From an optimization exercise on the open Yosys and OpenROAD flow, aimed at small area, a short achievable clock period and few clock cycles; shortcuts taken in it are not production practice. Only simulation tests tie the RTL to the original design; equivalence was not proved.

==> flow/design.v (outline; a module is shown in full before it is edited, if it fits) <==
// module brv32p_muldiv: 1433 lines
// module pfx_add: 41 lines
module brv32p_muldiv (
  input  logic        clk,
  input  logic        rst_n,
  input  logic        start,
  input  logic        hold,        
  input  logic [2:0]  op,          
  input  logic [31:0] a,           
  input  logic [31:0] b,           
  output logic [31:0] result,
  output logic        busy,
  output logic        valid        
);
  // ...
==> flow/flow/run.sh <==
#!/bin/bash
# Own flow: the standard layout, except that the synthesis maps the logic
# with an area-oriented ABC script (flow/abc_area.script) in place of ORFS's
# speed script. Everything else, registers included, is the standard synthesis:
# the same synth_recipe.tcl and ORFS synth.tcl, with only the abc call's script
# swapped and synth's fine stage run without its generic abc pass. Timing is
# then repaired by the standard placement and CTS steps.
# Port buffers are buf_2 cells instead of ORFS's default pick.
set -euo pipefail
W=$(pwd)
FLOWDIR=$(cd "$(dirname "${BASH_SOURCE[0]}")" && pwd)

# ORFS synth.tcl with the abc script replaced
sed "s#log_cmd abc {\*}\$abc_args#log_cmd abc {*}[lreplace \$abc_args 0 1 -script $FLOWDIR/abc_area.script]#" \
  "$FLOW_HOME/scripts/synth.tcl" > "$W/own_synth_body.tcl"
grep -q "abc_area.script" "$W/own_synth_body.tcl"
# no generic abc pass inside synth's fine stage: extract_fa then finds the
# design's adders in their own polarity, without inverters between them
sed -i "s#synth -top \$::env(DESIGN_NAME) -run fine: {\*}\$synth_full_args#synth -top \$::env(DESIGN_NAME) -run fine: -noabc {*}\$synth_full_args#" "$W/own_synth_body.tcl"
grep -q "run fine: -noabc" "$W/own_synth_body.tcl"
sed "s#source \$::env(SCRIPTS_DIR)/synth.tcl#source $W/own_synth_body.tcl#" \
  "$W/synth_recipe.tcl" > "$W/own_synth.tcl"
grep -q "own_synth_body.tcl" "$W/own_synth.tcl"

# standard.sh with the synthesis script swapped, for the synthesis step only
sed "s#SYNTH_SCRIPT=[^ ]*#SYNTH_SCRIPT=$W/own_synth.tcl#" "$W/standard.sh" > "$W/own_standard.sh"
grep -q "own_synth.tcl" "$W/own_standard.sh"
# standard.sh whose port buffers are buf_2 cells (ORFS's default pick is a
# delay cell); every port still gets its buffer
sed "s#CLKGATE_MAP_FILE= #CLKGATE_MAP_FILE= BUFFER_PORTS_ARGS=-buffer_cell\\\\ sky130_fd_sc_hd__buf_2 #" "$W/standard.sh" > "$W/own_finish.sh"
grep -q "BUFFER_PORTS_ARGS" "$W/own_finish.sh"

bash "$W/own_standard.sh" synth > "$W/synth_make.log" 2>&1
bash "$W/own_finish.sh" finish > "$W/finish_make.log" 2>&1
test -f "$W/out/final.def"
==> flow/flow/abc_area.script <==
&get -n
&st
&dch
&nf -R 1000
&put
topo
stime -c
==> flow/standard.sh <==
#!/bin/bash
# synth_recipe.tcl (not shown) runs the flow's synth.tcl, then flattens the netlist and writes it again
# the make line also repeats each setting of config.mk as NAME=value (left out here)
make -C /OpenROAD-flow-scripts/flow DESIGN_CONFIG=/design/flow/config.mk WORK_HOME=/design/flow/orfs CLKGATE_MAP_FILE= SYNTH_SCRIPT=/design/flow/synth_recipe.tcl "${@:-finish}"
==> flow/config.mk <==
export PLATFORM = sky130hd
export DESIGN_NAME = brv32p_muldiv
export DESIGN_NICKNAME = brv32p_muldiv
export VERILOG_FILES = /design/flow/design.v
export SDC_FILE = /design/flow/constraint.sdc
export NUM_CORES = 8
export LEC_CHECK = 0
export CAP_MARGIN = 20
export CORE_MARGIN = 2
export CORE_UTILIZATION = 55
export PLACE_DENSITY = 0.7
export SETUP_SLACK_MARGIN = 2
export SLEW_MARGIN = 20
==> flow/constraint.sdc <==
create_clock -name core_clock -period 16.0 [get_ports {clk}]
set_input_delay 3.2000 -clock core_clock [delete_from_list [all_inputs] [get_ports {clk}]]
set_output_delay 3.2000 -clock core_clock [all_outputs]
set_load 0.01 [all_outputs]
==> results.py, run 1 <==
metrics = {
    "sta": {
        "slew-limit-headroom_pct": 20.9,
        "holdWs_ns": 0.452,
    },
    "global_routing": {
        "grt_use_met1_pct": 54.5,
        "globalRoute.busiestLayer": "met2",
        "grt_first_pass_wirelength_um": 232000,
        "global_routing_usage_summed_across_all_routing_layers_pct": 44.0,
    },
    "detailed_routing": {
        "drt-pass1-iter-count": 10,
        "drt_wl_total_um": 159000,
    },
    "worst_hold_path": {
        "hold-path-cell-count": 2,
        "timing.hold.worst.start": "quo_r[27]",
    },
    "setup_path": {
        "worstPathRequired_ns": 12.80,
        "timing.critical_path.mode_cell": "fa_1",
        "crit_path_start_kind": "input pin",
        "critPathSlowestCell": "fa_1",
    },
    "synth": {
        "synth_edf_count": 76,
        "synth_mux_area_share_pct": 1.04,
        "post_synth_and_or_nand_nor_area_fraction_pct": 10.6,
    },
    "finish": {
        "layout_common_cells": "xnor2_1 (711), fa_1 (562), a22oi_1 (517)",
        "top_register": "dv_r",
        "design.seq.count": 107,
        "buf_share_pct": 5.95,
    },
    "clock_tree": {
        "post_cts_buffers": 28,
        "cts-root-buf": "clkbuf_16",
        "cts.clk_slew.worst_paths_ns": 0.08,
    },
    "die": {
        "die_w_um": 266,
    },
    "place": {
        "finalWeightedCongestion": 1.03,
    },
    "run_status": {
        "run_status": "timing/DRC/antenna clean",
    },
}
Testbench counts, summed over its fixed seeds: cycles 17,273.
==> run 2, diff against run 1 <==
==> flow/flow/abc_area.script (replaced) <==
&get -n
&st
&dch
&nf -D 11000
&put
topo
stime -c
==> run 2 against run 1 <==
Against the previous run:
- utilization shrank 0.33 points
- via count up 1.1%
- first-iteration DRC count grew 5.7%
- area after synthesis is 1.6% higher
- wire length fell by 2.5%
- synthesized cell count up 1.4%
- flip-flop and latch count stayed put
- count of clock-buffer cells in the layout is the same
- critical endpoint is now result[27]
==> results.py, run 2 <==
metrics = {
    "run_status": {
        "run_status": "timing/DRC/antenna clean",
    },
    "synth": {
        "yosysTopAreaCellShare_pct": 29.4,
        "yosysMostFrequentCell": "xnor2_1",
        "synth_edf_count": 76,
        "synth_mux_area_share_pct": 0.997,
        "synth_compound_gate_area_share_pct": 22.6,
        "synth_top_family_by_area": "adder cells",
        "postSynthRegisterBits": 107,
        "synth.largest_area_cell": "fa_1",
        "synth_area_per_cell_um2": 9.26,
        "post_synth_and_or_nand_nor_area_fraction_pct": 10.3,
        "syn_inst": 4147,
        "synthAdderAreaFrac_pct": 38.6,
        "ys_dominant_reg_cell": "edfxtp_1",
        "synthXorXnorAreaFrac_pct": 18.3,
        "synth_warnings": 10,
        "cell_area_after_technology_mapping_um2": 38400,
        "synthesis.nets": 5064,
        "yosysSeqAreaShare_pct": 7.57,
        "synth.distinct_cells": 57,
        "ys_top_cells_by_count": "xnor2_1 (718), fa_1 (563), a22oi_1 (511)",
        "ys_top_cells_by_area": "fa_1 (29%), xnor2_1 (16%), a22oi_1 (10%)",
        "async_flop_share_pct": 0.935,
    },
    "global_routing": {
        "grt_pass1_vias": 36800,
        "grt_start_max_net_pins": 85,
        "grt_overflow_total": 0,
        "global_routing_usage_summed_across_all_routing_layers_pct": 42.6,
        "grt_first_pass_wirelength_um": 230000,
        "initial_antenna_violation_count": 4,
    },
    "finish": {
        "flow.area_growth_from_synthesis_pct": 11.1,
        "finish.cell_count_without_fillers": 5397,
        "final_core_util_pct": 62.0,
        "num-nets-final": 5376,
        "layout_common_cells": "xnor2_1 (713), fa_1 (561), a22oi_1 (510)",
        "drive_gt1_share_pct": 8.94,
        "largest_registers": "dv_r: 36 flops, rem_r: 32 flops, quo_r: 30 flops",
        "number_of_flip_flops_under_the_largest_register_name": 36,
        "top_register": "dv_r",
        "final_common_cell": "xnor2_1",
        "design_area_um2": 42700,
    },
    "setup_path": {
        "end_kind": "output port",
        "r2r_start": "dv_r[28]",
        "cpPeakStageDelay_ns": 0.66,
        "crit_path_start_kind": "input pin",
        "path_type_of_the_worst_setup_path": "input pin to output port",
        "rrSetupSlack_ns": 2.81,
        "cp_num_buf_inv": 3,
        "endpoint": "result[27]",
        "crit_path_cell_trace": "buf_2 > ha_1 > nand2b_1 > clkinv_2 > xnor2_1 > fa_1 > fa_1 > fa_1 > fa_1 > fa_1 > ha_1 > a21oi_2 > o21ai_0 > a21o_1 > a21oi_4 > o21bai_2 > nand3_1 > nand2_1 > nand3_1 > nand2_1 > fa_1 > a221oi_1 > o21ai_0 > buf_2",
        "timing.critical_path.mode_cell": "fa_1",
        "worst-path-max-fanout": 17,
        "critPathTopFamily": "adder cells",
        "worstPathArrival_ns": 10.64,
        "critPathSlowestCell": "nand2b_1",
        "crit_start": "b[29]",
        "number_of_stages_on_the_worst_setup_path": 24,
        "reg2regPathDepth": 52,
        "r2r-end": "rem_r[3]",
        "worstPathRequired_ns": 12.80,
    },
    "sta": {
        "worst_pin_slew_ns": 1.26,
        "fmaxAchievable_mhz": 72.3,
        "slew-limit-headroom_pct": 15.7,
        "final.min_clock_period_ns": 13.84,
        "setup-tns-final_ns": 0,
        "report.final.slew_viol_count": 0,
        "final.setup_skew_ns": 0.0138,
        "fin_crit_sh_pct": 86.5,
        "grt_setup_unrepaired": "yes",
        "setup-violations-final": 0,
        "report.final.hold_viol_count": 0,
        "post-route-worst-setup-slack_ns": 2.16,
    },
    "die": {
        "floorplan.die_area_um2": 71900,
        "initial_cell_density_of_the_core_pct": 55.8,
        "floorplan.die.height_um": 268,
        "std_cell_rows": 96,
        "die_w_um": 268,
        "floorplan.core_area_um2": 68800,
        "io_pins": 105,
    },
    "clock_tree": {
        "tritoncts.num_buffers": 9,
        "tritoncts": "yes",
        "cts_max_level": 3,
        "worstSkewPairLatency_ns": 0.39,
        "clock_tree.buffer_depth": 2,
        "number_of_clock_sinks": 107,
        "cts-root-buf": "clkbuf_16",
        "cts.clk_slew.worst_paths_ns": 0.07,
    },
    "place": {
        "post-place-ws_ns": 1.38,
        "finalWeightedCongestion": 1.03,
        "number_of_instances_in_the_placed_design": 5334,
        "place_hpwl_um": 116000,
        "placedInstanceArea_um2": 41400,
        "port_buffers": 104,
    },
    "detailed_routing": {
        "drt-pass1-iter-count": 6,
        "drt-vias-per-instance": 7.00,
        "route.detailed.drc": 0,
        "drtAntennaViolNets": 0,
        "wl_per_cell_um": 28.8,
        "drt_wl_total_um": 155000,
        "routed-via-count": 37800,
        "drtIter0Drc": 5649,
    },
    "job": {
        "drv.max_cap_violation_count": 0,
    },
    "worst_hold_path": {
        "min-delay-path-class": "register to register",
    },
}
run 2: stage by stage:
step	hold WS, ns
after floorplan	0.432
after global placement	0.442
after detailed placement	0.448
after CTS	0.462
after global routing	0.490
final	0.465
run 2: cells by family (layout without fill, tap and decap cells):
| family | count (synthesis) | after routing |
|---|---|---|
| AO/OA/AOI/OAI | 1319 | 1319 |
| XOR/XNOR | 803 | 803 |
| adder cells (fa/ha/maj) | 846 | 846 |
| buffers and inverters | 175 | 488 |
| flip-flops | 107 | 107 |
| multiplexers | 36 | 36 |
| other | 0 | 2 |
| AND/OR/NAND/NOR | 861 | 865 |
run 2: worst min path at each step:
stage,start,to,cells past startpoint
final,quo_r[29],quo_r[29],2
after global routing,quo_r[26],quo_r[26],2
after CTS,quo_r[29],quo_r[29],2
after detailed placement,quo_r[28],quo_r[28],2
after global placement,quo_r[29],quo_r[29],2
after floorplan,quo_r[26],quo_r[26],2
run 2: routing by layer:
metal,track usage [%],part of all wire (%)
met5,0.473,0.059
met4,19.1,5.2
met3,14.7,15
met2,60.3,41
met1,58.5,39
run 2: final cells by class:
cell class / instances / area [um^2]
inverter: 175 / 688
tap: 931 / 1160
antenna: 2 / 5.00
fill: 6024 / 26200
timing repair buffer: 297 / 2240
clock buffer: 10 / 229
sequential: 107 / 2910
clock inverter: 6 / 65.1
multi-input combinational: 3869 / 35400
run 2: worst min-delay path: stages (launching register included):
cell and delay [ns]:
dfxtp_1 0.32, nand2_1 0.05, a21oi_1 0.05
run 2: timing repair:
| action | 4_1_cts | 5_1_grt |
|---|---|---|
| gates resized for setup | 32 | 71 |
| setup buffers | 2 | 37 |
| pin swaps | 0 | 11 |
| endpoints found under the setup margin | 23 | 52 |
| hold buffers | 0 | 0 |
| cloned | 2 | 3 |

[afterwards: timing with drivers on the ports]
No port has a modelled driver above. Below, the same layouts with a new extraction and two added sets of constraints.
Step 1: set_driving_cell puts a clkbuf_16 on clk and a buf_2 on each other input, an assumption about the parent block.
Step 2 adds t to the input delays and takes it off the output delays; t is the mean of the earliest and latest rising clock arrival at the registers after step 1. Input paths then give back, and output paths get back, about the clock's delay inside the block.
Three values: no drivers, after step 1, after step 2; two values: the first two.
| run | t, ns | setup WS [ns] | worst setup path after step 2 | clock arrival spread, ns |
|---|---|---|---|---|
| run 1 | 0.430 | 2.088 / 2.039 / 2.039 | input to output | 0.010 / 0.010 |
| run 2 | 0.424 | 2.163 / 2.108 / 2.108 | input to output | 0.014 / 0.014 |
After both steps every run listed still meets setup and hold. For run 2, which loses most, drivers alone change the setup slack by -0.055 ns; drivers and shift together by -0.055 ns.
